Background: an optimization exercise with open tools, aiming at a short achievable clock period and few clock cycles. Do not read the settings as production practice. Function was checked by simulation only, so behaviour that the tests miss may differ from the original. Power is estimated from default activity; no workload was simulated.

==> design/flow/design.v <==
`timescale 1ns / 1ps
module xmega_alu # (
		parameter  [10 - 1:0]CORE_TYPE = 10'b0111111111
		)(
	input [15:0]inst,
	input [4:0]rs1a,
	input [15:0]rs1,
	input [4:0]rs2a,
	input [15:0]rs2,
	input [4:0]rda,
	output reg [15:0]rd,
	input [7:0]sreg_in,
	input [15:0]mul_in,
	output reg[7:0]sreg_out
);
reg [7:0]TMP;
wire [15:0]mul_result_int = mul_in;
wire flag_h_adc_sub_cp = |{(~rs1[3] & rs2[3]), (rs2[3] & rd[3]), (rd[3] & ~rs1[3])};
wire flag_h_subi_sbci_cpi = |{(~rs1[3] & inst[3]), (inst[3] & rd[3]), (rd[3] & ~rs1[3])};
wire flag_v_add_adc = (&{rs1[7], rs2[7], ~rd[7]}) | (&{~rs1[7], ~rs2[7], rd[7]});
wire flag_v_sub_sbc = (&{rs1[7], ~rs2[7], ~rd[7]}) | (&{~rs1[7], rs2[7], rd[7]});
wire flag_v_subi_sbci_cpi = (&{rs1[7], ~inst[11], ~rd[7]}) | (&{~rs1[1], inst[11], rd[7]});
wire in_addr_1_and_2_equal = rs1a == rs2a;
wire RD_8_IS_ZERO = ~(|rd[7:0]);
wire RD_16_IS_ZERO = ~(|rd);
wire FLAG_S_NEG_INC_DEC_ADD_ADC = rd[7] ^ sreg_out[3];
wire FLAG_S_SUB_SBC_CP_CPC = rd[7] ^ flag_v_sub_sbc;
wire FLAG_S_SUBI_SBCI_CPI = rd[7] ^ flag_v_subi_sbci_cpi;
wire FLAG_S_ADIW_SBIW = rd[15] ^ sreg_out[0];
wire FLAG_S_ADD_ADC = rd[7] ^ flag_v_add_adc;
wire [8:0]RESULT_SUBI_SBCI_CPI = rs1[7:0] - {inst[11:8], inst[3:0]};
wire [8:0]RESULT_ADD_ADC = rs1[7:0] + rs2[7:0];
wire [8:0]RESULT_SUB_SBC = rs1[7:0] - rs2[7:0];
always @ *
begin
	sreg_out = sreg_in;
	rd = 16'h0000;
	casex({CORE_TYPE, inst})
	{10'bxxxx1xxxxx, 	16'b00000001xxxxxxxx},
	{10'bxxxxxxxxx1, 		16'b001011xxxxxxxxxx}: 
	begin
		rd = rs2;
	end
	{10'bxxxx1xxxxx, 	16'b100111xxxxxxxxxx}:
	begin
		rd = mul_result_int;
		sreg_out[0] = rd[15];
		sreg_out[1] = RD_16_IS_ZERO;
	end
	{10'bxxxx1xxxxx, 	16'b00000010xxxxxxxx}:
	begin
		case({rs1[7], rs2[7]})
		2'b00: rd = {mul_result_int[15:8], mul_result_int[7:0]}; 
		2'b10, 2'b01: rd = {~mul_result_int[15:8], mul_result_int[7:0]}; 
		default: rd = {1'b0, 7'h00 - mul_result_int[14:8], mul_result_int[7:0]}; 
		endcase
		sreg_out[0] = rd[15];
		sreg_out[1] = RD_16_IS_ZERO;
	end
	{10'bxxxx1xxxxx, 	16'b000000110xxx0xxx}:
	begin
		rd = {(rs1[7] ? ~mul_result_int[15:8] : mul_result_int[15:8]), mul_result_int[7:0]};
		sreg_out[0] = rd[15];
		sreg_out[1] = RD_16_IS_ZERO;
	end
	{10'bxxxx1xxxxx, 	16'b000000110xxx1xxx}:
	begin
		rd = {mul_result_int[14:0], 1'b0};
		sreg_out[0] = rd[15];
		sreg_out[1] = RD_16_IS_ZERO;
	end
	{10'bxxxx1xxxxx, 	16'b000000111xxx0xxx}:
	begin
		case({rs1[7], rs2[7]})
		2'b00: rd = {mul_result_int[14:8], mul_result_int[7:0], 1'b0}; 
		2'b10, 2'b01: rd = {~mul_result_int[14:8], mul_result_int[7:0], 1'b0}; 
		default: rd = {7'h00 - mul_result_int[14:8], mul_result_int[7:0], 1'b0}; 
		endcase
		sreg_out[0] = rd[15];
		sreg_out[1] = RD_16_IS_ZERO;
	end
	{10'bxxxx1xxxxx, 	16'b000000111xxx1xxx}:
	begin
		rd = {(rs1[7] ? ~mul_result_int[14:8] : mul_result_int[14:8]), mul_result_int[7:0], 1'b0};
		sreg_out[0] = rd[15];
		sreg_out[1] = RD_16_IS_ZERO;
	end
	{10'bxxxxxxxxx1, 		16'b000110xxxxxxxxxx}: 
	begin
		{sreg_out[0], rd[7:0]} = RESULT_SUB_SBC;
		sreg_out[5] = flag_h_adc_sub_cp;
		sreg_out[3] = flag_v_sub_sbc;
		sreg_out[2] = rd[7];
		sreg_out[4] = FLAG_S_SUB_SBC_CP_CPC;
		sreg_out[1] = RD_8_IS_ZERO;
	end
	{10'bxxxxxxxxx1, 		16'b000010xxxxxxxxxx}: 
	begin
		{sreg_out[0], rd[7:0]} = RESULT_SUB_SBC - sreg_in[0];
		sreg_out[5] = flag_h_adc_sub_cp;
		sreg_out[3] = flag_v_sub_sbc;
		sreg_out[2] = rd[7];
		sreg_out[4] = FLAG_S_SUB_SBC_CP_CPC;
		sreg_out[1] = &{~rd[7:0], sreg_in[1]};
	end
	{10'bxxxxxxxxx1, 		16'b000011xxxxxxxxxx}:
	begin
		{sreg_out[0], rd[7:0]} = RESULT_ADD_ADC;
		sreg_out[2] = rd[7];
		sreg_out[1] = RD_8_IS_ZERO;
		if(in_addr_1_and_2_equal)
		begin  
			sreg_out[5] = rs1[3];
			sreg_out[3] = rd[7] ^ sreg_out[0];
			sreg_out[4] = FLAG_S_NEG_INC_DEC_ADD_ADC;
		end
		else
		begin  
			sreg_out[5] = |{(rs1[3] & rs2[3]), (rs2[3] & ~rd[3]), (~rd[3] & rs1[3])};
			sreg_out[3] = flag_v_add_adc;
			sreg_out[4] = FLAG_S_ADD_ADC;
		end
	end
	{10'bxxxxxxxxx1, 		16'b000111xxxxxxxxxx}: 
	begin
		{sreg_out[0], rd[7:0]} = RESULT_ADD_ADC + sreg_in[0];
		sreg_out[2] = rd[7];
		sreg_out[1] = RD_8_IS_ZERO;
		if(in_addr_1_and_2_equal)
		begin  
			sreg_out[5] = rs1[3];
			sreg_out[3] = rd[7] ^ sreg_out[0];
			sreg_out[4] = FLAG_S_NEG_INC_DEC_ADD_ADC;
		end
		else
		begin  
			sreg_out[5] = |{(rs1[3] & rs2[3]), (rs2[3] & rd[3]), (~rd[3] & ~rs1[3])};
			sreg_out[3] = flag_v_add_adc;
			sreg_out[4] = FLAG_S_ADD_ADC;
		end
	end
	{10'bxxxxxxxxx1, 		16'b001000xxxxxxxxxx}:
	begin
		rd[7:0] = rs1[7:0] & rs2[7:0];
		sreg_out[3] = 1'b0;
		sreg_out[2] = rd[7];
		sreg_out[4] = rd[7];
		sreg_out[1] = RD_8_IS_ZERO;
	end
	{10'bxxxxxxxxx1, 		16'b001001xxxxxxxxxx}:
	begin
		rd[7:0] = rs1[7:0] ^ rs2[7:0];
		sreg_out[3] = 1'b0;
		sreg_out[2] = rd[7];
		sreg_out[4] = rd[7];
		sreg_out[1] = RD_8_IS_ZERO;
	end
	{10'bxxxxxxxxx1, 		16'b001010xxxxxxxxxx}:
	begin
		rd[7:0] = rs1[7:0] | rs2[7:0];
		sreg_out[3] = 1'b0;
		sreg_out[2] = rd[7];
		sreg_out[4] = rd[7];
		sreg_out[1] = RD_8_IS_ZERO;
	end
	{10'bxxxxxxxx1x, 		16'b0101xxxxxxxxxxxx}:
	begin
		{sreg_out[0], rd[7:0]} = RESULT_SUBI_SBCI_CPI;
		sreg_out[5] = flag_h_subi_sbci_cpi;
		sreg_out[3] = flag_v_subi_sbci_cpi;
		sreg_out[2] = rd[7];
		sreg_out[4] = FLAG_S_SUBI_SBCI_CPI;
		sreg_out[1] = RD_8_IS_ZERO;
	end
	{10'bxxxxxxxx1x, 		16'b0100xxxxxxxxxxxx}:
	begin
		{sreg_out[0], rd[7:0]} = RESULT_SUBI_SBCI_CPI - sreg_in[0];
		sreg_out[5] = flag_h_subi_sbci_cpi;
		sreg_out[3] = flag_v_subi_sbci_cpi;
		sreg_out[2] = rd[7];
		sreg_out[4] = FLAG_S_SUBI_SBCI_CPI;
		sreg_out[1] = &{~rd[7:0], sreg_in[1]};
	end
	{10'bxxxxxxxx1x, 		16'b0110xxxxxxxxxxxx}:
	begin
		rd[7:0] = rs1 | {inst[11:8], inst[3:0]};
		sreg_out[3] = 1'b0;
		sreg_out[2] = rd[7];
		sreg_out[4] = rd[7];
		sreg_out[1] = RD_8_IS_ZERO;
	end
	{10'bxxxxxxxx1x, 		16'b0111xxxxxxxxxxxx}:
	begin
		rd[7:0] = rs1 & {inst[11:8], inst[3:0]};
		sreg_out[3] = 1'b0;
		sreg_out[2] = rd[7];
		sreg_out[4] = rd[7];
		sreg_out[1] = RD_8_IS_ZERO;
	end
	{10'bxxxxxxxx1x, 		16'b1001010xxxxx0000}:
	begin
		{sreg_out[0], rd[7:0]} = {1'b1, 8'hFF - rs1[7:0]};
		sreg_out[3] = 1'b0;
		sreg_out[2] = rd[7];
		sreg_out[4] = rd[7];
		sreg_out[1] = RD_8_IS_ZERO;
	end
	{10'bxxxxxxxx1x, 		16'b1001010xxxxx0001}:
	begin
		{sreg_out[0], rd[7:0]} = {|rs1[7:0], (8'h00 - rs1[7:0])};
		sreg_out[5] = rd[3] + ~rs1[3];
		sreg_out[3] = &{rd[7], ~rd[6:0]};
		sreg_out[2] = rd[7];
		sreg_out[4] = FLAG_S_NEG_INC_DEC_ADD_ADC;
		sreg_out[1] = RD_8_IS_ZERO;
	end
	{10'bxxxxxxxx1x, 		16'b1001010xxxxx0010}:
	begin
		rd[7:0] = {rs1[3:0] , rs1[7:4]};
	end
	{10'bxxxxxxxx1x, 		16'b1001010xxxxx0011}:
	begin
		{sreg_out[0], rd[7:0]} = rs1[7:0] + 1;
		sreg_out[3] = &{~rd[7], rd[6:0]};
		sreg_out[2] = rd[7];
		sreg_out[4] = FLAG_S_NEG_INC_DEC_ADD_ADC;
		sreg_out[1] = RD_8_IS_ZERO;
	end
	{10'bxxxxxxxx1x, 		16'b1001010xxxxx1010}:
	begin
		{sreg_out[0], rd[7:0]} = rs1[7:0] - 1;
		sreg_out[3] = &{~rd[7], rd[6:0]};
		sreg_out[2] = rd[7];
		sreg_out[4] = FLAG_S_NEG_INC_DEC_ADD_ADC;
		sreg_out[1] = RD_8_IS_ZERO;
	end
	{10'bxxxxxxxx1x, 		16'b1001010xxxxx0101}:
	begin
		{sreg_out[0], rd[7:0]} = {rs1[0], rs1[7], rs1[7:1]};
		sreg_out[3] = 1'b0;
		sreg_out[2] = rd[7];
		sreg_out[4] = rd[7] ^ 1'b0;
		sreg_out[1] = RD_8_IS_ZERO;
	end
	{10'bxxxxxxxxx1, 		16'b1001010xxxxx0110}:
	begin
		{sreg_out[0], rd[7:0]} = {rs1[0], 1'b0, rs1[7:1]};
		sreg_out[5] = rs1[3];
		sreg_out[2] = 1'b0;
		sreg_out[3] = 1'b0 ^ sreg_out[0];
		sreg_out[4] = 1'b0 ^ sreg_out[3];
		sreg_out[1] = RD_8_IS_ZERO;
	end
	{10'bxxxxxxxxx1, 		16'b1001010xxxxx0111}:
	begin
		{sreg_out[0], rd[7:0]} = {rs1[0], sreg_in[0], rs1[7:1]};
		sreg_out[5] = rs1[3];
		sreg_out[2] = 1'b0;
		sreg_out[3] = 1'b0 ^ sreg_out[0];
		sreg_out[4] = 1'b0 ^ sreg_out[3];
		sreg_out[1] = RD_8_IS_ZERO;
	end
	{10'bxxxxxxxxx1, 		16'b000101xxxxxxxxxx}:
	begin
		{sreg_out[0], rd[7:0]} = RESULT_SUB_SBC;
		sreg_out[5] = flag_h_adc_sub_cp;
		sreg_out[3] = flag_v_sub_sbc;
		sreg_out[2] = rd[7];
		sreg_out[4] = FLAG_S_SUB_SBC_CP_CPC;
		sreg_out[1] = RD_8_IS_ZERO;
	end
	{10'bxxxxxxxxx1, 		16'b000001xxxxxxxxxx}:
	begin
		{sreg_out[0], rd[7:0]} = RESULT_SUB_SBC - sreg_in[0];
		sreg_out[5] = flag_h_adc_sub_cp;
		sreg_out[3] = flag_v_sub_sbc;
		sreg_out[2] = rd[7];
		sreg_out[4] = FLAG_S_SUB_SBC_CP_CPC;
		sreg_out[1] = &{~rd[7:0], sreg_in[1]};
	end
	{10'bxxxxxxxx1x, 		16'b0011xxxxxxxxxxxx}:
	begin
		{sreg_out[0], rd[7:0]} = RESULT_SUBI_SBCI_CPI;
		sreg_out[5] = flag_h_subi_sbci_cpi;
		sreg_out[3] = flag_v_subi_sbci_cpi;
		sreg_out[2] = rd[7];
		sreg_out[4] = FLAG_S_SUBI_SBCI_CPI;
		sreg_out[1] = RD_8_IS_ZERO;
	end
	{10'bxxxxxxxx1x, 		16'b10010100xxxx1000}:
	begin
		sreg_out[inst[6:4]] = ~inst[7];
	end
	{10'bxxxxxx1xxx, 		16'b10010110xxxxxxxx}:
	begin
		{sreg_out[0], rd} = rs1 + {inst[7:6], inst[3:0]};
		sreg_out[3] = sreg_out[0];
		sreg_out[2] = rd[15];
		sreg_out[4] = FLAG_S_ADIW_SBIW;
		sreg_out[1] = RD_16_IS_ZERO;
	end
	{10'bxxxxxx1xxx, 		16'b10010111xxxxxxxx}:
	begin
		{sreg_out[0], rd} = rs1 - {inst[7:6], inst[3:0]};
		sreg_out[3] = sreg_out[0];
		sreg_out[2] = rd[15];
		sreg_out[4] = FLAG_S_ADIW_SBIW;
		sreg_out[1] = RD_16_IS_ZERO;
	end
	{10'bxxxxxxxxx1, 		16'b1110xxxxxxxxxxxx}:
	begin
		rd[7:0] = {inst[11:8], inst[3:0]};
	end
	{10'bxxxxxxxx1x, 		16'b1111100xxxxx0xxx}:
	begin
		case(inst[2:0])
		3'h0: rd[7:0] = {rs1[7:1], sreg_in[6]};
		3'h1: rd[7:0] = {rs1[7:2], sreg_in[6], rs1[0]};
		3'h2: rd[7:0] = {rs1[7:3], sreg_in[6], rs1[1:0]};
		3'h3: rd[7:0] = {rs1[7:4], sreg_in[6], rs1[2:0]};
		3'h4: rd[7:0] = {rs1[7:5], sreg_in[6], rs1[3:0]};
		3'h5: rd[7:0] = {rs1[7:6], sreg_in[6], rs1[4:0]};
		3'h6: rd[7:0] = {rs1[7], sreg_in[6], rs1[5:0]};
		3'h7: rd[7:0] = {sreg_in[6], rs1[6:0]};
		endcase
	end
	{10'bxxxxxxxx1x, 		16'b1111101xxxxx0xxx}:
	begin
		sreg_out[6] = rs1[inst[2:0]];
	end
	endcase
end
endmodule
`timescale 1ns / 1ps
module xmega_dec (
	input [15:0] i,
	output c_2op_we,	 
	output c_2op,		 
	output c_imm_we,	 
	output c_1op,		 
	output c_1op_we,	 
	output c_bld,
	output c_we8,
	output c_movw,
	output c_mulf,		 
	output c_adiw,		 
	output c_ldp,		 
	output c_stp,
	output c_ldd,		 
	output c_std,
	output c_push,
	output c_pop,
	output c_lds,
	output c_sts,
	output c_lpmz,		 
	output c_lpm0,		 
	output c_rjmp,
	output c_rcall,
	output c_br,
	output c_jmp,
	output c_call,
	output c_ijmp,
	output c_icall,
	output c_ret,
	output c_cpse,
	output c_sbrx,		 
	output c_in,
	output c_out,
	output c_cbi,		 
	output c_2w,		 
	output [3:0] c_pidx	 
);
wire ptrm = ((i[3:2] == 2'b11) & (i[1:0] != 2'b11)) | (i[2:0] == 3'b001) | (i[2:0] == 3'b010);
assign c_2op_we = ((i[15:13] == 3'b000) & i[11]) | (i[15:12] == 4'b0010);
assign c_2op    = ((i[15:12] == 4'b0000) & (i[11:10] != 2'b00)) | (i[15:12] == 4'b0001) | (i[15:12] == 4'b0010);
assign c_imm_we = (i[15:14] == 2'b01) | (i[15:12] == 4'b1110);
assign c_1op    = (i[15:9] == 7'b1001010);
assign c_1op_we = c_1op & ((~i[3] & (i[2:0] != 3'b100)) | (i[3:0] == 4'b1010));
assign c_bld    = (i[15:9] == 7'b1111100) & ~i[3];
assign c_we8    = c_2op_we | c_imm_we | c_1op_we | c_bld;
assign c_movw   = (i[15:8] == 8'h01);
assign c_mulf   = (i[15:9] == 7'b0000001) | (i[15:10] == 6'b100111);
assign c_adiw   = (i[15:9] == 7'b1001011);
assign c_ldp    = (i[15:9] == 7'b1001000) & ptrm;
assign c_stp    = (i[15:9] == 7'b1001001) & ptrm;
assign c_ldd    = (i[15:14] == 2'b10) & ~i[12] & ~i[9];
assign c_std    = (i[15:14] == 2'b10) & ~i[12] & i[9];
assign c_push   = (i[15:9] == 7'b1001001) & (i[3:0] == 4'b1111);
assign c_pop    = (i[15:9] == 7'b1001000) & (i[3:0] == 4'b1111);
assign c_lds    = (i[15:9] == 7'b1001000) & (i[3:0] == 4'b0000);
assign c_sts    = (i[15:9] == 7'b1001001) & (i[3:0] == 4'b0000);
assign c_lpmz   = (i[15:9] == 7'b1001000) & (i[3:2] == 2'b01);
assign c_lpm0   = (i[15:5] == 11'b10010101110) & (i[3:0] == 4'b1000);
assign c_rjmp   = (i[15:12] == 4'b1100);
assign c_rcall  = (i[15:12] == 4'b1101);
assign c_br     = (i[15:11] == 5'b11110);
assign c_jmp    = (i[15:9] == 7'b1001010) & (i[3:1] == 3'b110);
assign c_call   = (i[15:9] == 7'b1001010) & (i[3:1] == 3'b111);
assign c_ijmp   = (i[15:5] == 11'b10010100000) & (i[3:0] == 4'b1001);
assign c_icall  = (i[15:5] == 11'b10010101000) & (i[3:0] == 4'b1001);
assign c_ret    = (i[15:5] == 11'b10010101000) & (i[3:0] == 4'b1000);
assign c_cpse   = (i[15:10] == 6'b000100);
assign c_sbrx   = (i[15:10] == 6'b111111) & ~i[3];
assign c_in     = (i[15:11] == 5'b10110);
assign c_out    = (i[15:11] == 5'b10111);
assign c_cbi    = (i[15:10] == 6'b100110) & ~i[8];
assign c_2w     = c_lds | c_sts | c_jmp | c_call;
assign c_pidx   = (c_ldp | c_stp) ? ((i[3:2] == 2'b11) ? 4'd13 : (i[3] ? 4'd14 : 4'd15)) :
                  (c_ldd | c_std) ? (i[3] ? 4'd14 : 4'd15) : 4'd15;
endmodule
`timescale 1ns / 1ps
module xmega #(
	parameter PLATFORM = "XILINX",
	parameter  [10 - 1:0]CORE_TYPE = 10'b0111111111,
	parameter ROM_ADDR_WIDTH = 10,
	parameter RAM_ADDR_WIDTH = 14,
	parameter WATCHDOG_CNT_WIDTH = 0,
	parameter VECTOR_INT_TABLE_SIZE = 0
	)(
	input rst,
	input clk,
	output reg[ROM_ADDR_WIDTH - 1:0]pgm_addr,
	input [15:0]pgm_data,
	output reg [RAM_ADDR_WIDTH - 1:0]data_addr,
	output reg [7:0]data_out,
	output reg data_write,
	input [7:0]data_in,
	output reg data_read,
	output reg [5:0]io_addr,
	output reg [7:0]io_out,
	output reg io_write,
	input [7:0]io_in,
	output reg io_read
    );
localparam AW = ROM_ADDR_WIDTH;
localparam DW = RAM_ADDR_WIDTH;
reg [AW-1:0] pa;	 
reg [AW-1:0] pa1;	 
reg [AW-1:0] ea;	 
reg first;		 
reg rsync;		 
reg rv;
reg [15:0] ri;
reg [AW-1:0] rpc1;	 
reg [AW-1:0] rtgt;	 
reg [4:0] ra, rb, wa;
reg [31:0] ra_oh, rb_oh;
reg [15:0] ra_ph, rb_ph;
reg r_dredir;		 
reg [15:0] rw2;		 
reg rw2v;
reg xv;
reg [15:0] xi;
reg [1:0] xs;
reg [AW-1:0] xpc1, xtgt, xret;
reg [4:0] xwa;
reg xeq;		 
reg [15:0] xw2;
reg [7:0] opA_lo, opA_hi, opB_lo, opB_hi;
reg xioset;		 
reg [7:0] SREG;
reg [DW-1:0] SP;
reg [15:0] mul_p;
reg [7:0] ret_hi;
reg lpm_sel;
reg [4:0] lpm_rd;
reg m_rdreq;		 
reg m_v;		 
reg [4:0] m_r;
reg w_v;		 
reg [4:0] w_r;
reg w_pgm;		 
reg w_hi;
reg [7:0] R [0:31];
wire [15:0] w = pgm_data;
wire d_2op_we, d_2op, d_imm_we, d_1op, d_1op_we, d_bld, d_we8, d_movw, d_mulf, d_adiw, d_ldp, d_stp, d_ldd, d_std,
     d_push, d_pop, d_lds, d_sts, d_lpmz, d_lpm0, d_rjmp, d_rcall, d_br, d_jmp, d_call, d_ijmp, d_icall, d_ret,
     d_cpse, d_sbrx, d_in, d_out, d_cbi, d_2w;
wire [3:0] d_pidx;
xmega_dec dec_d(.i(w), .c_2op_we(d_2op_we), .c_2op(d_2op), .c_imm_we(d_imm_we), .c_1op(d_1op), .c_1op_we(d_1op_we),
	.c_bld(d_bld), .c_we8(d_we8), .c_movw(d_movw), .c_mulf(d_mulf), .c_adiw(d_adiw), .c_ldp(d_ldp), .c_stp(d_stp),
	.c_ldd(d_ldd), .c_std(d_std), .c_push(d_push), .c_pop(d_pop), .c_lds(d_lds), .c_sts(d_sts), .c_lpmz(d_lpmz),
	.c_lpm0(d_lpm0), .c_rjmp(d_rjmp), .c_rcall(d_rcall), .c_br(d_br), .c_jmp(d_jmp), .c_call(d_call), .c_ijmp(d_ijmp),
	.c_icall(d_icall), .c_ret(d_ret), .c_cpse(d_cpse), .c_sbrx(d_sbrx), .c_in(d_in), .c_out(d_out), .c_cbi(d_cbi),
	.c_2w(d_2w), .c_pidx(d_pidx));
wire r_2op_we, r_2op, r_imm_we, r_1op, r_1op_we, r_bld, r_we8, r_movw, r_mulf, r_adiw, r_ldp, r_stp, r_ldd, r_std,
     r_push, r_pop, r_lds, r_sts, r_lpmz, r_lpm0, r_rjmp, r_rcall, r_br, r_jmp, r_call, r_ijmp, r_icall, r_ret,
     r_cpse, r_sbrx, r_in, r_out, r_cbi, r_2w;
wire [3:0] r_pidx;
xmega_dec dec_r(.i(ri), .c_2op_we(r_2op_we), .c_2op(r_2op), .c_imm_we(r_imm_we), .c_1op(r_1op), .c_1op_we(r_1op_we),
	.c_bld(r_bld), .c_we8(r_we8), .c_movw(r_movw), .c_mulf(r_mulf), .c_adiw(r_adiw), .c_ldp(r_ldp), .c_stp(r_stp),
	.c_ldd(r_ldd), .c_std(r_std), .c_push(r_push), .c_pop(r_pop), .c_lds(r_lds), .c_sts(r_sts), .c_lpmz(r_lpmz),
	.c_lpm0(r_lpm0), .c_rjmp(r_rjmp), .c_rcall(r_rcall), .c_br(r_br), .c_jmp(r_jmp), .c_call(r_call), .c_ijmp(r_ijmp),
	.c_icall(r_icall), .c_ret(r_ret), .c_cpse(r_cpse), .c_sbrx(r_sbrx), .c_in(r_in), .c_out(r_out), .c_cbi(r_cbi),
	.c_2w(r_2w), .c_pidx(r_pidx));
wire x_2op_we, x_2op, x_imm_we, x_1op, x_1op_we, x_bld, x_we8, x_movw, x_mulf, x_adiw, x_ldp, x_stp, x_ldd, x_std,
     x_push, x_pop, x_lds, x_sts, x_lpmz, x_lpm0, x_rjmp, x_rcall, x_br, x_jmp, x_call, x_ijmp, x_icall, x_ret,
     x_cpse, x_sbrx, x_in, x_out, x_cbi, x_2w;
wire [3:0] x_pidx;
xmega_dec dec_x(.i(xi), .c_2op_we(x_2op_we), .c_2op(x_2op), .c_imm_we(x_imm_we), .c_1op(x_1op), .c_1op_we(x_1op_we),
	.c_bld(x_bld), .c_we8(x_we8), .c_movw(x_movw), .c_mulf(x_mulf), .c_adiw(x_adiw), .c_ldp(x_ldp), .c_stp(x_stp),
	.c_ldd(x_ldd), .c_std(x_std), .c_push(x_push), .c_pop(x_pop), .c_lds(x_lds), .c_sts(x_sts), .c_lpmz(x_lpmz),
	.c_lpm0(x_lpm0), .c_rjmp(x_rjmp), .c_rcall(x_rcall), .c_br(x_br), .c_jmp(x_jmp), .c_call(x_call), .c_ijmp(x_ijmp),
	.c_icall(x_icall), .c_ret(x_ret), .c_cpse(x_cpse), .c_sbrx(x_sbrx), .c_in(x_in), .c_out(x_out), .c_cbi(x_cbi),
	.c_2w(x_2w), .c_pidx(x_pidx));
wire d_muls  = (w[15:8] == 8'b00000010);
wire d_mulsu = (w[15:8] == 8'b00000011);
wire d_imm   = (w[15:12] == 4'b0011) | d_imm_we;
wire d_redir = d_rjmp | d_rcall | (d_br & w[9]);
wire d_ptr   = d_ldp | d_stp | d_ldd | d_std | d_lpmz | d_lpm0 | d_ijmp | d_icall;
wire [AW-1:0] d_off = d_br ? {{(AW-6){w[9]}}, w[8:3]} : w[AW-1:0];
wire [AW-1:0] dtgt = pa1 + d_off;
reg [4:0] d_ra, d_rb, d_wa;
always @*
begin
	d_ra = w[8:4];
	d_rb = {w[9], w[3:0]};
	d_wa = w[8:4];
	if(d_imm) begin d_ra = {1'b1, w[7:4]}; d_wa = {1'b1, w[7:4]}; end
	if(d_muls) begin d_ra = {1'b1, w[7:4]}; d_rb = {1'b1, w[3:0]}; end
	if(d_mulsu) begin d_ra = {2'b10, w[6:4]}; d_rb = {2'b10, w[2:0]}; end
	if(d_movw) begin d_rb = {w[3:0], 1'b0}; d_wa = {w[7:4], 1'b0}; end
	if(d_adiw) begin d_ra = {2'b11, w[5:4], 1'b0}; d_wa = {2'b11, w[5:4], 1'b0}; end
	if(d_ptr) d_rb = {d_pidx, 1'b0};
	if(d_mulf | d_lpm0) d_wa = 5'd0;
end
wire [5:0] x_ioa = {xi[10:9], xi[3:0]};
wire [1:0] x_lastst = x_ret ? 2'd3 :
                      (x_mulf | x_rcall | x_icall | x_call | x_lpmz | x_lpm0 | ((x_in | x_cbi) & ~xioset)) ? 2'd1 : 2'd0;
wire x_last = (xs == x_lastst);
wire xacc = ~xv | x_last;
wire [15:0] ptr = {opB_hi, opB_lo};
wire [15:0] ptr_inc = ptr + 16'd1;
wire [15:0] ptr_dec = ptr - 16'd1;
wire [15:0] ptr_q = ptr + {10'd0, xi[13], xi[11:10], xi[2:0]};
wire [DW-1:0] SP_inc = SP + 1'b1;
wire [DW-1:0] SP_dec = SP - 1'b1;
wire [15:0] alu_rd;
wire [7:0] sreg_out;
xmega_alu #(
	.CORE_TYPE(CORE_TYPE)
)xmega_alu_inst(
	.inst(xi),
	.rs1a(5'd0),
	.rs1({opA_hi, opA_lo}),
	.rs2a({4'd0, ~xeq}),
	.rs2({opB_hi, opB_lo}),
	.rda(xwa),
	.rd(alu_rd),
	.sreg_in(SREG),
	.mul_in(mul_p),
	.sreg_out(sreg_out)
);
wire [7:0] in_val = (x_ioa == 6'h3F) ? SREG :
                    (x_ioa == 6'h3D) ? SP[7:0] :
                    (x_ioa == 6'h3E) ? {{(16-DW){1'b0}}, SP[DW-1:8]} : io_in;
reg [7:0] cbi_val;
always @*
begin
	cbi_val = io_in;
	cbi_val[xi[2:0]] = xi[9];
end
reg x8_we, x16_we;
reg [4:0] x8_a;
reg [3:0] x16_p;
reg [7:0] x8_d;
reg [15:0] x16_d;
always @*
begin
	x8_we = 1'b0; x16_we = 1'b0;
	x8_a = xwa; x16_p = xwa[4:1];
	x8_d = alu_rd[7:0]; x16_d = alu_rd;
	if(xv)
	begin
		if(x_we8) x8_we = 1'b1;
		if(x_in & x_last) begin x8_we = 1'b1; x8_d = in_val; end
		if(x_movw | x_adiw | (x_mulf & xs == 2'd1)) x16_we = 1'b1;
		if((x_ldp | x_stp) & (xi[1:0] == 2'b01 | xi[1:0] == 2'b10))
		begin
			x16_we = 1'b1; x16_p = x_pidx;
			x16_d = xi[0] ? ptr_inc : ptr_dec;
		end
		if(x_lpmz & xi[0] & xs == 2'd0)
		begin
			x16_we = 1'b1; x16_p = 4'd15; x16_d = ptr_inc;
		end
	end
end
wire [7:0] w_d = w_pgm ? (w_hi ? pgm_data[15:8] : pgm_data[7:0]) : data_in;
wire br_taken = (SREG[xi[2:0]] == ~xi[10]);
wire skip_cond = x_cpse ? (opA_lo == opB_lo) : (opA_lo[xi[2:0]] == xi[9]);
wire skip = xv & (x_cpse | x_sbrx) & skip_cond;
wire squash = skip & rv & ~r_2w & ~r_dredir;	 
wire xr_skip = skip & ~squash;			 
wire xr_br = xv & x_br & (xi[9] ? ~br_taken : br_taken);
wire xr_z  = xv & (x_ijmp | (x_icall & (xs == 2'd0)));
wire xr_ret = xv & x_ret & (xs == 2'd3);
wire xredir = xr_br | xr_z | xr_ret | xr_skip;
wire [AW-1:0] xpc2 = xpc1 + 1'b1;
wire [AW-1:0] xtarget = xr_skip ? xpc2 :
                        xr_br ? (xi[9] ? xpc1 : xtgt) :
                        xr_z ? ptr[AW-1:0] : {ret_hi[AW-9:0], data_in};
reg [7:0] fA_lo, fA_hi, fB_lo, fB_hi;
integer k;
always @*
begin
	fA_lo = 8'h00; fA_hi = 8'h00; fB_lo = 8'h00; fB_hi = 8'h00;
	for(k = 0; k < 32; k = k + 1)
	begin
		fA_lo = fA_lo | ({8{ra_oh[k]}} & R[k]);
		fB_lo = fB_lo | ({8{rb_oh[k]}} & R[k]);
	end
	for(k = 0; k < 16; k = k + 1)
	begin
		fA_hi = fA_hi | ({8{ra_ph[k]}} & R[2*k+1]);
		fB_hi = fB_hi | ({8{rb_ph[k]}} & R[2*k+1]);
	end
end
wire [4:0] ra_h = {ra[4:1], 1'b1};
wire [4:0] rb_h = {rb[4:1], 1'b1};
wire [7:0] rA_lo = (x8_we && x8_a == ra) ? x8_d : (x16_we && x16_p == ra[4:1]) ? (ra[0] ? x16_d[15:8] : x16_d[7:0]) :
                   (w_v && w_r == ra) ? w_d : fA_lo;
wire [7:0] rA_hi = (x8_we && x8_a == ra_h) ? x8_d : (x16_we && x16_p == ra[4:1]) ? x16_d[15:8] :
                   (w_v && w_r == ra_h) ? w_d : fA_hi;
wire [7:0] rB_lo = (x8_we && x8_a == rb) ? x8_d : (x16_we && x16_p == rb[4:1]) ? (rb[0] ? x16_d[15:8] : x16_d[7:0]) :
                   (w_v && w_r == rb) ? w_d : fB_lo;
wire [7:0] rB_hi = (x8_we && x8_a == rb_h) ? x8_d : (x16_we && x16_p == rb[4:1]) ? x16_d[15:8] :
                   (w_v && w_r == rb_h) ? w_d : fB_hi;
wire r_ptr = r_ldp | r_stp | r_ldd | r_std | r_lpmz | r_lpm0 | r_ijmp | r_icall;
wire r_rause = ~(r_rjmp | r_rcall | r_br | r_jmp | r_call | r_ijmp | r_icall | r_ret |
                 r_lpm0 | r_movw | r_cbi | (ri == 16'h0000) | (r_1op & ri[3] & (ri[3:0] != 4'b1010)));
wire r_rbuse = r_2op | r_mulf;
wire r_rbpair = r_movw | r_ptr;
wire r_wapair = r_movw | r_mulf;
wire x_ldnow = xv & (x_ldp | x_ldd | x_lds | x_pop);
wire x_lpm1 = xv & (x_lpmz | x_lpm0) & (xs == 2'd1);
wire [4:0] x_ldrd = xi[8:4];
wire rhaz = (x_ldnow & ((r_rause & ((x_ldrd) == ra)) | (r_adiw & ((x_ldrd) >> 1 == ra[4:1])) | (r_rbuse & ((x_ldrd) == rb)) | (r_rbpair & ((x_ldrd) >> 1 == rb[4:1])) | (r_wapair & ((x_ldrd) >> 1 == wa[4:1])) | (r_lpm0 & ((x_ldrd) == 5'd0)))) | (x_lpm1 & ((r_rause & ((lpm_rd) == ra)) | (r_adiw & ((lpm_rd) >> 1 == ra[4:1])) | (r_rbuse & ((lpm_rd) == rb)) | (r_rbpair & ((lpm_rd) >> 1 == rb[4:1])) | (r_wapair & ((lpm_rd) >> 1 == wa[4:1])) | (r_lpm0 & ((lpm_rd) == 5'd0)))) | (m_v & ((r_rause & ((m_r) == ra)) | (r_adiw & ((m_r) >> 1 == ra[4:1])) | (r_rbuse & ((m_r) == rb)) | (r_rbpair & ((m_r) >> 1 == rb[4:1])) | (r_wapair & ((m_r) >> 1 == wa[4:1])) | (r_lpm0 & ((m_r) == 5'd0))));
wire r_needw2 = rv & r_2w & ~rw2v;
wire rgo = rv & ~rhaz & ~r_needw2;
wire xcons = rgo & xacc & ~skip & ~xredir;
wire r_jc = r_jmp | r_call;
wire pvalid = rsync | ~first;
wire dv0 = pvalid & (pa == ea);
wire rfree = ~rv | xcons | squash;
wire dcons = dv0 & rfree & ~r_needw2 & ~xredir;
wire w2cap = dv0 & r_needw2 & ~xredir;
wire [AW-1:0] fa = pgm_addr;
wire [AW-1:0] fa_inc = fa + 1'b1;
wire lpm_fetch = xv & (x_lpmz | x_lpm0) & (xs == 2'd0);
reg [AW-1:0] ea_n;
reg eq_n;
always @*
begin
	if(xredir) begin ea_n = xtarget; eq_n = 1'b0; end
	else if(dcons) begin ea_n = d_redir ? dtgt : pa1; eq_n = (fa == pa1); end
	else if(w2cap) begin ea_n = r_jc ? w[AW-1:0] : pa1; eq_n = (fa == pa1); end
	else begin ea_n = ea; eq_n = (fa == ea); end
end
wire r_n1 = ~(r_mulf | r_rcall | r_icall | r_call | r_lpmz | r_lpm0 | r_ret);
wire [1:0] xs_n = xs + 2'd1;
wire x_free_n = xcons ? r_n1 : (~xv | x_last | (xs_n == x_lastst));
wire r_valid_n = dcons | (rv & ~xcons & ~squash & ~xredir);
wire r_w2_n = (dcons & d_2w) | (r_needw2 & ~w2cap & ~xredir);
wire acc_pred = r_w2_n | ~r_valid_n | x_free_n;
always @(posedge clk)
	rsync <= rst;
integer i;
always @(posedge clk)
begin
	for(i = 0; i < 32; i = i + 1)
	begin
		if(w_v && w_r == i) R[i] <= w_d;
		else if(x8_we && x8_a == i) R[i] <= x8_d;
		else if(x16_we && x16_p == i[4:1]) R[i] <= i[0] ? x16_d[15:8] : x16_d[7:0];
	end
end
wire io_conflict = xv & (x_out | x_cbi);
wire [5:0] r_ioa = r_in ? {ri[10:9], ri[3:0]} : {1'b0, ri[7:3]};
always @(posedge clk or posedge rst)
begin
	if(rst)
	begin
		pgm_addr <= {AW{1'b0}};
		pa <= {AW{1'b0}};
		pa1 <= {{(AW-1){1'b0}}, 1'b1};
		ea <= {AW{1'b0}};
		first <= 1'b1;
		rv <= 1'b0;
		ri <= 16'h0000;
		rpc1 <= {AW{1'b0}};
		rtgt <= {AW{1'b0}};
		ra <= 5'd0; rb <= 5'd0; wa <= 5'd0;
		ra_oh <= 32'd1; rb_oh <= 32'd1; ra_ph <= 16'd1; rb_ph <= 16'd1;
		r_dredir <= 1'b0;
		rw2 <= 16'h0000;
		rw2v <= 1'b0;
		xv <= 1'b0;
		xi <= 16'h0000;
		xs <= 2'd0;
		xpc1 <= {AW{1'b0}};
		xtgt <= {AW{1'b0}};
		xret <= {AW{1'b0}};
		xwa <= 5'd0;
		xeq <= 1'b0;
		xw2 <= 16'h0000;
		opA_lo <= 8'h00; opA_hi <= 8'h00; opB_lo <= 8'h00; opB_hi <= 8'h00;
		xioset <= 1'b0;
		SREG <= 8'h00;
		SP <= {DW{1'b0}};
		mul_p <= 16'h0000;
		ret_hi <= 8'h00;
		lpm_sel <= 1'b0;
		lpm_rd <= 5'd0;
		m_rdreq <= 1'b0; m_v <= 1'b0; m_r <= 5'd0;
		w_v <= 1'b0; w_r <= 5'd0; w_pgm <= 1'b0; w_hi <= 1'b0;
		data_addr <= {DW{1'b0}};
		data_out <= 8'h00;
		data_write <= 1'b0;
		data_read <= 1'b0;
		io_addr <= 6'h00;
		io_out <= 8'h00;
		io_write <= 1'b0;
		io_read <= 1'b0;
	end
	else
	begin
		first <= 1'b0;
		ea <= ea_n;
		if(lpm_fetch) pgm_addr <= ptr[AW:1];
		else if(xredir) pgm_addr <= xtarget;
		else if(dcons & d_redir) pgm_addr <= dtgt;
		else if(w2cap & r_jc) pgm_addr <= w[AW-1:0];
		else if(eq_n & acc_pred) pgm_addr <= fa_inc;
		else pgm_addr <= ea_n;
		pa <= pgm_addr;
		pa1 <= fa_inc;
		data_write <= 1'b0;
		m_rdreq <= 1'b0;
		m_v <= 1'b0;
		data_read <= m_rdreq;
		w_v <= m_v;
		w_r <= m_r;
		w_pgm <= 1'b0;
		io_write <= 1'b0;
		io_read <= 1'b0;
		if(xv)
		begin
			xs <= x_last ? 2'd0 : xs + 2'd1;
			if(x_last)
			begin
				SREG <= sreg_out;
				if(x_out && x_ioa == 6'h3F) SREG <= opA_lo;
			end
			if(x_out)
			begin
				if(x_ioa == 6'h3D) SP[7:0] <= opA_lo;
				if(x_ioa == 6'h3E) SP[DW-1:8] <= opA_lo[DW-9:0];
				if(x_ioa[5:3] != 3'b111)
				begin
					io_addr <= x_ioa;
					io_out <= opA_lo;
					io_write <= 1'b1;
				end
			end
			if((x_in | x_cbi) & ~xioset & (xs == 2'd0))
			begin
				io_addr <= x_in ? x_ioa : {1'b0, xi[7:3]};
				io_read <= x_cbi | (x_ioa[5:3] != 3'b111);
			end
			if(x_cbi & x_last)
			begin
				io_out <= cbi_val;
				io_write <= 1'b1;
			end
			if(x_mulf & (xs == 2'd0))
				mul_p <= opA_lo * opB_lo;
			if(x_push)
			begin
				data_addr <= SP; data_out <= opA_lo; data_write <= 1'b1; SP <= SP_dec;
			end
			if(x_pop)
			begin
				data_addr <= SP_inc; SP <= SP_inc;
				m_rdreq <= 1'b1; m_v <= 1'b1; m_r <= xi[8:4];
			end
			if(x_ldp | x_ldd | x_lds)
			begin
				data_addr <= x_lds ? xw2[DW-1:0] : x_ldd ? ptr_q[DW-1:0] : (xi[1:0] == 2'b10) ? ptr_dec[DW-1:0] : ptr[DW-1:0];
				m_rdreq <= 1'b1; m_v <= 1'b1; m_r <= xi[8:4];
			end
			if(x_stp | x_std | x_sts)
			begin
				data_addr <= x_sts ? xw2[DW-1:0] : x_std ? ptr_q[DW-1:0] : (xi[1:0] == 2'b10) ? ptr_dec[DW-1:0] : ptr[DW-1:0];
				data_out <= opA_lo;
				data_write <= 1'b1;
			end
			if(x_rcall | x_icall | x_call)
			begin
				data_addr <= SP; SP <= SP_dec; data_write <= 1'b1;
				if(xs == 2'd0)
					data_out <= xret[7:0];
				else
					data_out <= {{(16-AW){1'b0}}, xret[AW-1:8]};
			end
			if(x_ret)
			begin
				if(xs[1] == 1'b0)
				begin
					data_addr <= SP_inc; SP <= SP_inc; m_rdreq <= 1'b1;
				end
				if(xs == 2'd2) ret_hi <= data_in;
			end
			if(x_lpmz | x_lpm0)
			begin
				if(xs == 2'd0)
				begin
					lpm_sel <= ptr[0];
					lpm_rd <= x_lpm0 ? 5'd0 : xi[8:4];
				end
				else
				begin
					w_v <= 1'b1; w_r <= lpm_rd; w_pgm <= 1'b1; w_hi <= lpm_sel;
				end
			end
		end
		if(xcons)
		begin
			xv <= 1'b1;
			xi <= ri;
			xs <= 2'd0;
			xpc1 <= rpc1;
			xtgt <= rtgt;
			xret <= r_call ? rpc1 + 1'b1 : rpc1;
			xwa <= wa;
			xeq <= (ra == rb);
			xw2 <= rw2;
			opA_lo <= rA_lo; opA_hi <= rA_hi;
			opB_lo <= rB_lo; opB_hi <= rB_hi;
			xioset <= 1'b0;
			if((r_in | r_cbi) & ~io_conflict)
			begin
				xioset <= 1'b1;
				io_addr <= r_ioa;
				io_read <= r_cbi | (r_ioa[5:3] != 3'b111);
			end
		end
		else if(xacc)
			xv <= 1'b0;
		if(w2cap)
		begin
			rw2 <= w;
			rw2v <= 1'b1;
		end
		if(dcons)
		begin
			rv <= 1'b1;
			ri <= w;
			rpc1 <= pa1;
			rtgt <= dtgt;
			ra <= d_ra; rb <= d_rb; wa <= d_wa;
			ra_oh <= 32'd1 << d_ra; rb_oh <= 32'd1 << d_rb;
			ra_ph <= 16'd1 << d_ra[4:1]; rb_ph <= 16'd1 << d_rb[4:1];
			r_dredir <= d_redir;
			rw2v <= 1'b0;
		end
		else if(xcons | squash | xredir)
		begin
			rv <= 1'b0;
			rw2v <= 1'b0;
		end
	end
end
endmodule
==> design/flow/run.sh <==
#!/bin/bash
# synth_recipe.tcl (not shown) runs the flow's synth.tcl, then flattens the netlist and writes it again
# the make line also repeats each setting of config.mk as NAME=value (left out here)
make -C /OpenROAD-flow-scripts/flow DESIGN_CONFIG=/design/flow/config.mk WORK_HOME=/design/flow/orfs CLKGATE_MAP_FILE= SYNTH_SCRIPT=/design/flow/synth_recipe.tcl finish
==> design/flow/config.mk <==
export PLATFORM = sky130hd
export DESIGN_NAME = xmega
export DESIGN_NICKNAME = xmega
export VERILOG_FILES = /design/flow/design.v
export SDC_FILE = /design/flow/constraint.sdc
export NUM_CORES = 4
export LEC_CHECK = 0
export CAP_MARGIN = 30
export CORE_MARGIN = 2
export CORE_UTILIZATION = 30
export SLEW_MARGIN = 30
==> design/flow/constraint.sdc <==
create_clock -name core_clock -period 14.0 [get_ports {clk}]
set_input_delay 2.8000 -clock core_clock [delete_from_list [all_inputs] [get_ports {clk}]]
set_output_delay 2.8000 -clock core_clock [all_outputs]
set_load 0.01 [all_outputs]
==> results of run 1 <==
## power by group through the flow
stage / clock (mW) / combinational (mW) / sequential, mW
floorplan: 0 / 7.90 / 3.14
global placement: 0 / 11.8 / 3.97
detailed placement: 0 / 12.0 / 3.97
CTS: 2.51 / 12.1 / 3.93
global route: 2.59 / 13.2 / 3.99
finish: 2.49 / 12.4 / 4.01
## cell usage after synthesis (125+ instances only)
master,n
nand2_1,646
nor2_1,496
edfxtp_1,256
nand3_1,144
mux2i_1,341
mux2_2,127
a22oi_1,182
a22o_1,134
o21ai_0,392
clkbuf_1,413
inv_1,145
a221oi_1,130
buf_2,125
ha_1,139
dfrtp_1,402
xnor2_1,157
a21oi_1,379
## worst reg2reg max path: stages, from the launching register on
cell      delay (ns)
dfrtp_1         0.33
buf_4           0.33
clkinv_1        0.63
ha_1            0.74
nor4_1          0.27
nand4_1         0.43
or3b_2          0.34
nand4_1         0.48
nand3_1         0.78
nor3_1          0.24
a31oi_4         0.20
buf_4           0.67
buf_4           0.82
or3_1           0.52
o21ai_1         0.13
## cell families after synthesis
family	count (synthesis)
compound gates	1847
xor+xnor	252
fa+ha+maj	182
buf+inv	744
flops	665
mux	471
other cells	1
simple gates	2005
## flip-flops by register name, indices dropped and copies added (netlist names), 10 cells and up
name,flops
xret,10
mul_p,16
xpc1,10
R,256
pa,10
rpc1,10
ra_oh,32
xi,16
pgm_addr,10
xw2,14
pa1,10
rw2,14
rb_ph,16
ea,10
SP,14
xtgt,10
ri,16
rtgt,10
rb_oh,32
data_addr,14
ra_ph,16
## cell type report
cell class	count	area, um2	share of cell area [%]
Antenna cell	21	52.6	0.0877
Clock buffer	110	2380	3.98
Multi-Input combinational cell	4758	32600	54.3
Clock inverter	54	704	1.18
Inverter	156	589	0.983
Sequential cell	665	17900	29.9
Timing Repair Buffer	326	2780	4.64
Tap cell	2340	2930	4.89
## layout by cell type, fill, tap and decap left out, drive strengths merged, types with 54 or more instances in the layout
cell type / instances
nand2: 647
nor2: 508
o21ai: 417
dfrtp: 402
a21oi: 379
mux2i: 342
edfxtp: 256
buf: 242
a22oi: 182
xnor2: 157
inv: 157
nand3: 145
ha: 139
a22o: 134
a221oi: 131
mux2: 127
nor3: 119
nand4: 116
clkbuf: 111
o31ai: 108
xor2: 95
nor4: 92
clkdlybuf4s50: 83
and3: 61
or3: 60
a211oi: 56
a31oi: 54
## worst max path at each step
stage	slack [ns]	cells past startpoint	startpoint	to
2_1_floorplan	5.71	1	rst	SP[0]$_DFFE_PP0P_
3_3_place_gp	5.81	17	pgm_data[15]	pgm_addr[8]$_DFF_PP0_
3_5_place_dp	6.18	17	pgm_data[15]	pgm_addr[8]$_DFF_PP0_
4_1_cts	6.99	17	pgm_data[15]	pgm_addr[8]$_DFF_PP0_
5_1_grt	6.66	17	pgm_data[15]	pgm_addr[8]$_DFF_PP0_
6_report	6.85	17	pgm_data[15]	pgm_addr[8]$_DFF_PP0_
## per-layer routing
metal,vias to the layer above,part of all wire (%)
met5,-,0.050
met4,26,6.9
met3,914,11
met2,3857,42
met1,27700,41
li1,22700,-
## through the flow
step	setup slack [ns]	hold slack, ns
3_3_place_gp	5.81	0.332
5_1_grt	6.66	0.367
6_report	6.85	0.359
3_5_place_dp	6.18	0.348
2_1_floorplan	5.71	0.331
4_1_cts	6.99	0.362
==> summary.md, run 1 <==
| Metric | Value |
|---|---|
| Status | finished clean |
| GR Layer Usage met2 | 52.4% |
| Hold buffer count at CTS | 0 |
| Unrepaired setup endpoints after global routing | false |
| Initial core utilization | 30.1% |
| Synth Instances | 6167 |
| Maximum VDD drop | 0.000448 V |
| Sw frac | 55.3% |
| Synthesis-stage register bit count | 665 |
| Pint | 8.46 mW |
| Main combinational cell family by area after synthesis | compound AO/OA/AOI/OAI gates |
| Crit share post-route | 51.1% |
| Worst-Margin Slew | 1.13 ns |
| Vias | 55200 |
| Worst Path Arrival | 7.76 ns |
| Clock tree buffer depth | 3 |
| Post-route ant nets | 0 |
| Post-synth top flop | dfrtp_1 |
| Clk slew on worst S/H paths | 0.06 ns |
| Post-Synth Simple-Gate Area | 18.4% |
| CP Class | primary input to flop |
| Post-synth top area share | 19.0% |
| Netlist Area Pre-Place | 52900 um2 |
| Synth top area cells | dfrtp_1 19%, edfxtp_1 15%, mux2i_1 6.5%, nand2_1 4.6%, o21ai_0 3.7% |
| Crit path buf inv count | 1 |
| Io pins | 84 |
| Met3 usage | 9.85% |
| Clk_skew | 0.0594 ns |
| Hpwl dp | 242000 um |
| Fin area | 59900 um2 |
| Minimum clock period | 7.15 ns |
| Cells on worst reg2reg path | 14 |
| Register area share after synthesis | 33.9% |
| Num CTS Buffers | 87 |
| Setup bufs post-CTS | 0 |
| Leading area contributor after synthesis | dfrtp_1 |
| Gr busiest metal | met2 |
| Largest net degree at the start of global routing | 161 |
| Placement Cell Area | 56700 um2 |
| Clk latency of the worst-skew pair | 0.77 ns |
| Post-CTS sizing | 0 |
| Initial DRC count | 7924 |
| Clock share of power | 13.2% |
| CORE AREA | 176000 um2 |
| Critical-path cell list | clkdlybuf4s50_1, nand2_1, nor3_2, mux2_2, ha_1, fa_1, a21o_1, a21oi_1, o21bai_1, a21oi_1, o21bai_1, a21oi_1, xnor2_1, a211o_1, a31o_1, nor3_1, o31ai_2 |
| # port buffers | 83 |
| First-pass GRT wire length | 449000 um |
| Max cap viols | 0 |
| Overall Power | 18.9 mW |
| Total Wirelength | 334000 um |
| Hold path depth | 0 |
| Final TNS setup | 0 ns |
| Nets@finish | 6210 |
| Root buffer cell | clkbuf_16 |
| Register-to-Register Setup Slack | 6.92 ns |
| Gr ovfl total | 0 |
| CTS sink cnt | 665 |
| Layout area overhead | 13.3% |
| Routability Congestion | 1.07 |
| Slew Limit Fails | 0 |
| Hold path start | m_rdreq$_DFF_PP0_ |
| Min-Delay Endpoint | data_read$_DFF_PP0_ |
| GRT Util Overall | 36.0% |
| FMAX | 0.140 GHz |
| Max stage delay on crit path | 1.01 ns |
| Slew headroom | 23.8% |
| Switching power | 10.5 mW |
| Total leakage power | 22.7 nW |
| Share of cells above drive strength 1 | 11.3% |
| CP startpoint kind | primary input |
| Die ar. | 180000 um2 |
| CTS tree | done |
| Reg-to-Reg Start | opB_lo[4]$_DFFE_PP0N_ |
| Top delay family on crit path | compound AO/OA/AOI/OAI gates |
| # H-tree levels | 3 |
| Mux cell area share after synthesis | 9.26% |
| Die Height | 424 um |
| Syn nets | 6383 |
| Slowest CP cell | clkdlybuf4s50_1 |
| Crit. End Element | flop |
| Worst-path fanout max | 10 |
| Fill count | 18200 |
| Placed cells | 8240 |
| Wire length per cell | 39.6 um |
| Setup violators final | 0 |
| Async S/R FF share, synth | 61.4% |
| Synth warnings | 3 |
| Post-synth EDFFs | 256 |
| Vias per cell | 6.55 |
| Post-Synth XOR/XNOR Area | 4.17% |
| Hold Path Class | flop to flop |
| Req. time, crit path | 14.61 ns |
| Post-synthesis compound-gate area fraction | 23.7% |
| Mean Syn Cell Area | 8.58 um2 |
| Post-Layout Cell Count | 8430 |
| Adder-cell share of the synthesized area | 4.91% |
| Layout Utilization | 34.1% |
| DR pass1 iterations | 9 |
| Vias in the first global route | 50800 |
| R2r endpoint | rb_oh[5]$_DFFE_PP0N_ |
| Met1 Resource Use GR | 47.7% |
| Sequential share of power | 21.2% |
| Core Rows | 154 |
| # DRC | 0 |
| Yosys cell types | 122 |
| Final hold vios | 0 |
| CP dominant cell by count | a21oi_1 |
| Combinational share of power | 65.7% |
| Initial antenna violation count | 43 |
| Die width | 424 um |
| PD cells | 316 nW/um2 |
Testbench counts, summed over its fixed seeds: cycles 115,283.
==> inputs of run 2 (changes only) <==
--- a/design/flow/design.v
+++ b/design/flow/design.v
@@ -452,5 +452,5 @@
 reg xv;
 reg [15:0] xi;
-reg [1:0] xs;
+reg [2:0] xs;
 reg [AW-1:0] xpc1, xtgt, xret;
 reg [4:0] xwa;
@@ -462,5 +462,6 @@
 reg [DW-1:0] SP;
 reg [15:0] mul_p;
-reg [7:0] ret_hi;
+reg [7:0] ret_hi, ret_lo;
+reg [AW-1:0] ras0, ras1;	 
 reg lpm_sel;
 reg [4:0] lpm_rd;
@@ -507,8 +508,8 @@
 wire d_mulsu = (w[15:8] == 8'b00000011);
 wire d_imm   = (w[15:12] == 4'b0011) | d_imm_we;
-wire d_redir = d_rjmp | d_rcall | (d_br & w[9]);
+wire d_redir = d_rjmp | d_rcall | (d_br & w[9]) | d_ret;
 wire d_ptr   = d_ldp | d_stp | d_ldd | d_std | d_lpmz | d_lpm0 | d_ijmp | d_icall;
 wire [AW-1:0] d_off = d_br ? {{(AW-6){w[9]}}, w[8:3]} : w[AW-1:0];
-wire [AW-1:0] dtgt = pa1 + d_off;
+wire [AW-1:0] dtgt = d_ret ? ras0 : pa1 + d_off;
 reg [4:0] d_ra, d_rb, d_wa;
 always @*
@@ -526,6 +527,6 @@
 end
 wire [5:0] x_ioa = {xi[10:9], xi[3:0]};
-wire [1:0] x_lastst = x_ret ? 2'd3 :
-                      (x_mulf | x_rcall | x_icall | x_call | x_lpmz | x_lpm0 | ((x_in | x_cbi) & ~xioset)) ? 2'd1 : 2'd0;
+wire [2:0] x_lastst = x_ret ? 3'd4 :
+                      (x_mulf | x_rcall | x_icall | x_call | x_lpmz | x_lpm0 | ((x_in | x_cbi) & ~xioset)) ? 3'd1 : 3'd0;
 wire x_last = (xs == x_lastst);
 wire xacc = ~xv | x_last;
@@ -575,5 +576,5 @@
 		if(x_we8) x8_we = 1'b1;
 		if(x_in & x_last) begin x8_we = 1'b1; x8_d = in_val; end
-		if(x_movw | x_adiw | (x_mulf & xs == 2'd1)) x16_we = 1'b1;
+		if(x_movw | x_adiw | (x_mulf & xs == 3'd1)) x16_we = 1'b1;
 		if((x_ldp | x_stp) & (xi[1:0] == 2'b01 | xi[1:0] == 2'b10))
 		begin
@@ -581,5 +582,5 @@
 			x16_d = xi[0] ? ptr_inc : ptr_dec;
 		end
-		if(x_lpmz & xi[0] & xs == 2'd0)
+		if(x_lpmz & xi[0] & xs == 3'd0)
 		begin
 			x16_we = 1'b1; x16_p = 4'd15; x16_d = ptr_inc;
@@ -594,11 +595,12 @@
 wire xr_skip = skip & ~squash;			 
 wire xr_br = xv & x_br & (xi[9] ? ~br_taken : br_taken);
-wire xr_z  = xv & (x_ijmp | (x_icall & (xs == 2'd0)));
-wire xr_ret = xv & x_ret & (xs == 2'd3);
+wire xr_z  = xv & (x_ijmp | (x_icall & (xs == 3'd0)));
+wire [AW-1:0] ret_pc = {ret_hi[AW-9:0], ret_lo};
+wire xr_ret = xv & x_ret & (xs == 3'd4) & (ret_pc != xtgt);
 wire xredir = xr_br | xr_z | xr_ret | xr_skip;
 wire [AW-1:0] xpc2 = xpc1 + 1'b1;
 wire [AW-1:0] xtarget = xr_skip ? xpc2 :
                         xr_br ? (xi[9] ? xpc1 : xtgt) :
-                        xr_z ? ptr[AW-1:0] : {ret_hi[AW-9:0], data_in};
+                        xr_z ? ptr[AW-1:0] : ret_pc;
 reg [7:0] fA_lo, fA_hi, fB_lo, fB_hi;
 integer k;
@@ -634,19 +636,20 @@
 wire r_wapair = r_movw | r_mulf;
 wire x_ldnow = xv & (x_ldp | x_ldd | x_lds | x_pop);
-wire x_lpm1 = xv & (x_lpmz | x_lpm0) & (xs == 2'd1);
+wire x_lpm1 = xv & (x_lpmz | x_lpm0) & (xs == 3'd1);
 wire [4:0] x_ldrd = xi[8:4];
 wire rhaz = (x_ldnow & ((r_rause & ((x_ldrd) == ra)) | (r_adiw & ((x_ldrd) >> 1 == ra[4:1])) | (r_rbuse & ((x_ldrd) == rb)) | (r_rbpair & ((x_ldrd) >> 1 == rb[4:1])) | (r_wapair & ((x_ldrd) >> 1 == wa[4:1])) | (r_lpm0 & ((x_ldrd) == 5'd0)))) | (x_lpm1 & ((r_rause & ((lpm_rd) == ra)) | (r_adiw & ((lpm_rd) >> 1 == ra[4:1])) | (r_rbuse & ((lpm_rd) == rb)) | (r_rbpair & ((lpm_rd) >> 1 == rb[4:1])) | (r_wapair & ((lpm_rd) >> 1 == wa[4:1])) | (r_lpm0 & ((lpm_rd) == 5'd0)))) | (m_v & ((r_rause & ((m_r) == ra)) | (r_adiw & ((m_r) >> 1 == ra[4:1])) | (r_rbuse & ((m_r) == rb)) | (r_rbpair & ((m_r) >> 1 == rb[4:1])) | (r_wapair & ((m_r) >> 1 == wa[4:1])) | (r_lpm0 & ((m_r) == 5'd0))));
 wire r_needw2 = rv & r_2w & ~rw2v;
 wire rgo = rv & ~rhaz & ~r_needw2;
-wire xcons = rgo & xacc & ~skip & ~xredir;
+wire xen = rgo & xacc;			 
+wire xcons = xen & ~skip & ~xredir;	 
 wire r_jc = r_jmp | r_call;
 wire pvalid = rsync | ~first;
 wire dv0 = pvalid & (pa == ea);
-wire rfree = ~rv | xcons | squash;
-wire dcons = dv0 & rfree & ~r_needw2 & ~xredir;
+wire ren = dv0 & ~r_needw2 & (~rv | (xacc & ~rhaz));	 
+wire dcons = ren & ~xredir;				 
 wire w2cap = dv0 & r_needw2 & ~xredir;
 wire [AW-1:0] fa = pgm_addr;
 wire [AW-1:0] fa_inc = fa + 1'b1;
-wire lpm_fetch = xv & (x_lpmz | x_lpm0) & (xs == 2'd0);
+wire lpm_fetch = xv & (x_lpmz | x_lpm0) & (xs == 3'd0);
 reg [AW-1:0] ea_n;
 reg eq_n;
@@ -659,5 +662,5 @@
 end
 wire r_n1 = ~(r_mulf | r_rcall | r_icall | r_call | r_lpmz | r_lpm0 | r_ret);
-wire [1:0] xs_n = xs + 2'd1;
+wire [2:0] xs_n = xs + 3'd1;
 wire x_free_n = xcons ? r_n1 : (~xv | x_last | (xs_n == x_lastst));
 wire r_valid_n = dcons | (rv & ~xcons & ~squash & ~xredir);
@@ -676,5 +679,6 @@
 	end
 end
-wire io_conflict = xv & (x_out | x_cbi);
+wire io_conflict = xv & ((x_out & (x_ioa[5:3] != 3'b111)) | x_cbi);
+wire r_iobus = r_cbi | (r_ioa[5:3] != 3'b111);
 wire [5:0] r_ioa = r_in ? {ri[10:9], ri[3:0]} : {1'b0, ri[7:3]};
 always @(posedge clk or posedge rst)
@@ -698,5 +702,7 @@
 		xv <= 1'b0;
 		xi <= 16'h0000;
-		xs <= 2'd0;
+		xs <= 3'd0;
+		ras0 <= {AW{1'b0}}; ras1 <= {AW{1'b0}};
+		ret_lo <= 8'h00;
 		xpc1 <= {AW{1'b0}};
 		xtgt <= {AW{1'b0}};
@@ -747,5 +753,5 @@
 		if(xv)
 		begin
-			xs <= x_last ? 2'd0 : xs + 2'd1;
+			xs <= x_last ? 3'd0 : xs + 3'd1;
 			if(x_last)
 			begin
@@ -764,5 +770,5 @@
 				end
 			end
-			if((x_in | x_cbi) & ~xioset & (xs == 2'd0))
+			if((x_in | x_cbi) & ~xioset & (xs == 3'd0))
 			begin
 				io_addr <= x_in ? x_ioa : {1'b0, xi[7:3]};
@@ -774,5 +780,5 @@
 				io_write <= 1'b1;
 			end
-			if(x_mulf & (xs == 2'd0))
+			if(x_mulf & (xs == 3'd0))
 				mul_p <= opA_lo * opB_lo;
 			if(x_push)
@@ -799,6 +805,9 @@
 			begin
 				data_addr <= SP; SP <= SP_dec; data_write <= 1'b1;
-				if(xs == 2'd0)
+				if(xs == 3'd0)
+				begin
 					data_out <= xret[7:0];
+					ras0 <= xret; ras1 <= ras0;
+				end
 				else
 					data_out <= {{(16-AW){1'b0}}, xret[AW-1:8]};
@@ -806,13 +815,15 @@
 			if(x_ret)
 			begin
-				if(xs[1] == 1'b0)
+				if(xs[2:1] == 2'b00)
 				begin
 					data_addr <= SP_inc; SP <= SP_inc; m_rdreq <= 1'b1;
 				end
-				if(xs == 2'd2) ret_hi <= data_in;
+				if(xs == 3'd0) ras0 <= ras1;
+				if(xs == 3'd2) ret_hi <= data_in;
+				if(xs == 3'd3) ret_lo <= data_in;
 			end
 			if(x_lpmz | x_lpm0)
 			begin
-				if(xs == 2'd0)
+				if(xs == 3'd0)
 				begin
 					lpm_sel <= ptr[0];
@@ -825,9 +836,9 @@
 			end
 		end
-		if(xcons)
+		if(xen)
 		begin
-			xv <= 1'b1;
+			xv <= xcons;
 			xi <= ri;
-			xs <= 2'd0;
+			xs <= 3'd0;
 			xpc1 <= rpc1;
 			xtgt <= rtgt;
@@ -839,9 +850,10 @@
 			opB_lo <= rB_lo; opB_hi <= rB_hi;
 			xioset <= 1'b0;
-			if((r_in | r_cbi) & ~io_conflict)
-			begin
+			if((r_in | r_cbi) & ~(io_conflict & r_iobus))
 				xioset <= 1'b1;
+			if((r_in | r_cbi) & r_iobus & ~io_conflict)
+			begin
 				io_addr <= r_ioa;
-				io_read <= r_cbi | (r_ioa[5:3] != 3'b111);
+				io_read <= 1'b1;
 			end
 		end
@@ -853,7 +865,7 @@
 			rw2v <= 1'b1;
 		end
-		if(dcons)
+		if(ren)
 		begin
-			rv <= 1'b1;
+			rv <= dcons;
 			ri <= w;
 			rpc1 <= pa1;
==> design/flow/flow/run.sh (new file) <==
#!/bin/bash
# Standard layout (the standard.sh: ORFS synthesis through finish) with a larger
# setup-slack margin for ORFS's timing repair, so that repair keeps improving paths
# that already meet the design's clock period. The SDC and every other setting are
# the standard ones. Each tool's output is in orfs/logs/; make's output in flow_make.log.
set -uo pipefail
MARGIN=$(cat flow/margin.txt 2>/dev/null || echo 8)
bash standard.sh SETUP_SLACK_MARGIN=$MARGIN finish > flow_make.log 2>&1
rc=$?
tail -50 flow_make.log
exit $rc
==> design/flow/flow/margin.txt (new file) <==
9
==> design/flow/standard.sh (new file) <==
#!/bin/bash
# synth_recipe.tcl (not shown) runs the flow's synth.tcl, then flattens the netlist and writes it again
# the make line also repeats each setting of config.mk as NAME=value (left out here)
make -C /OpenROAD-flow-scripts/flow DESIGN_CONFIG=/design/flow/config.mk WORK_HOME=/design/flow/orfs CLKGATE_MAP_FILE= SYNTH_SCRIPT=/design/flow/synth_recipe.tcl "${@:-finish}"
removed: design/flow/run.sh
==> summary.md, run 2 <==
| Metric | Value |
|---|---|
| Status | finished clean (unchanged) |
| Most frequent cells in the layout | 676 x nand2_1, 499 x nor2_1, 421 x dfrtp_1 (was 645 x nand2_1, 494 x nor2_1, 399 x dfrtp_1) |
| Async S/R FF share, synth | 63.0% (was 61.4%) |
| Largest regs | R: 256 flops, ra_oh: 32 flops, rb_oh: 32 flops (unchanged) |
| Post-Synth XOR/XNOR Area | 3.94% (was 4.17%) |
| CTS tree | done (unchanged) |
| Vias in the first global route | 52100 (was 50800) |
| Post-synth top area share | 19.6% (was 19.0%) |
| Maximum VDD drop | 0.000422 V (was 0.000448 V) |
| Yosys cell types | 132 (was 122) |
| Post-synth top flop | dfrtp_1 (unchanged) |
| Vias per cell | 6.56 (was 6.55) |
| Clock tree buffer depth | 3 (unchanged) |
| Max reg flops | 256 (unchanged) |
| Io pins | 84 (unchanged) |
| # H-tree levels | 3 (unchanged) |
| Hold Path Class | flop to flop (unchanged) |
| CP startpoint kind | primary input (unchanged) |
| Hpwl dp | 219000 um (was 242000 um) |
| Most flop-heavy register | R (unchanged) |
| FMAX | 0.194 GHz (was 0.140 GHz) |
| Total Wirelength | 307000 um (was 334000 um) |
| Routability Congestion | 1.10 (was 1.07) |
| # DRC | 0 (unchanged) |
| Clk latency of the worst-skew pair | 0.74 ns (was 0.77 ns) |
| Wire length per cell | 35.5 um (was 39.6 um) |
| Synthesis-stage register bit count | 694 (was 665) |
| Worst-path fanout max | 5 (was 10) |
| # port buffers | 83 (unchanged) |
| R2r endpoint | opA_lo[4]$_DFFE_PP0N_ (was rb_oh[5]$_DFFE_PP0N_) |
| Post-synthesis compound-gate area fraction | 23.4% (was 23.7%) |
| Fill count | 18400 (was 18200) |
| GRT Util Overall | 31.5% (was 36.0%) |
| Initial core utilization | 30.3% (was 30.1%) |
[run 2: cell types whose count changed in the layout (fill, tap and decap cells not counted), sizes merged, moves of 29 or more]
| cell | delta |
|---|---|
| nand3 | +51 |
| mux2 | +41 |
| nand2 | +39 |
| nor4 | -36 |
| buf | +32 |
| or3 | -31 |
| dfrtp | +29 |
[run 2: worst max-delay path, cell delays in order]
cell and delay [ns]:
buf_12 0.10, nor2b_1 0.09, nand4_1 0.10, buf_6 0.15
buf_6 0.11, buf_6 0.10, mux2_4 0.30, ha_4 0.27
a21oi_4 0.18, o21bai_4 0.10, a2111oi_4 0.36, nor3_2 0.07
xor2_1 0.17, buf_4 0.16, a21oi_4 0.06, o311ai_4 0.33
nor3_2 0.09, o41ai_2 0.21
[run 2: how the worst max path moves through the flow]
stage                             from               endpoint  depth (start not counted)
after floorplan                    rst      SP[0]$_DFFE_PP0P_                          1
after global placement    pgm_data[12]  pgm_addr[8]$_DFF_PP0_                         16
after detailed placement  pgm_data[12]  pgm_addr[8]$_DFF_PP0_                         16
after CTS                 pgm_data[11]  pgm_addr[8]$_DFF_PP0_                         17
after global routing      pgm_data[11]  pgm_addr[7]$_DFF_PP0_                         18
final                     pgm_data[11]  pgm_addr[7]$_DFF_PP0_                         18
[run 2: report_power, final]
part / switching, mW / internal [mW] / total (mW)
Combinational: 8.30 / 5.25 / 13.5
Sequential: 1.46 / 2.80 / 4.25
Clock: 1.02 / 1.31 / 2.33
Total: 10.8 / 9.36 / 20.1
[run 2: cells by family (layout without fill, tap and decap cells)]
family | after synthesis | after routing
AO/OA/AOI/OAI | 1879 | 1880
XOR/XNOR | 247 | 247
adder cells (fa/ha/maj) | 184 | 184
buffers and inverters | 761 | 677
flip-flops | 694 | 694
multiplexers | 526 | 528
other | 1 | 6
AND/OR/NAND/NOR | 2055 | 2057
[run 2: area by class of cell]
cell class / instances / area [um2] / area share (%)
diodes: 5 / 12.5 / 0.0199
clock buffers: 110 / 2330 / 3.70
clock inverters: 44 / 509 / 0.809
inverters: 163 / 714 / 1.13
multi-input cells: 4897 / 34300 / 54.4
flip-flops and latches: 694 / 18700 / 29.6
well taps: 2370 / 2970 / 4.71
repair buffers: 360 / 3490 / 5.55
[run 2: metrics by stage]
step                area, um2  hold WS, ns  worst slack (ns)  total power [mW]  utilization (%)
floorplan               55100        0.331              5.30              11.6                -
global placement        57700        0.350              6.93              15.7             31.8
detailed placement      57700        0.344              6.91              15.8             31.8
CTS                     62100        0.370              8.89              18.9             34.3
global route            63000        0.384              8.72              21.1             34.7
finish                  63000        0.372              8.85              20.1             34.7
[run 2: what timing repair did]
action | CTS | global route
gates resized for setup | 236 | 115
gates cloned | 9 | 4
pin swaps | 47 | 53
setup endpoints to repair | 714 | 641
buffers inserted | 79 | 32
[run 2: metal layers]
layer | global-route usage (%) | part of all wire [%]
met1 | 41.8 | 40
met3 | 10.2 | 13
met5 | 0.416 | 0.064
met2 | 45.1 | 40
met4 | 17.4 | 7.1
Testbench counts of run 2, summed over its fixed seeds: cycles 113,243.

Re-timed with assumed drivers on the ports (clkbuf_16 on the clock, buf_2 on other inputs), run 2 has 8.874 ns of setup slack against 8.846 ns with ideal ports, and 8.064 ns once port delays also move by the mid clock arrival of 0.810 ns.
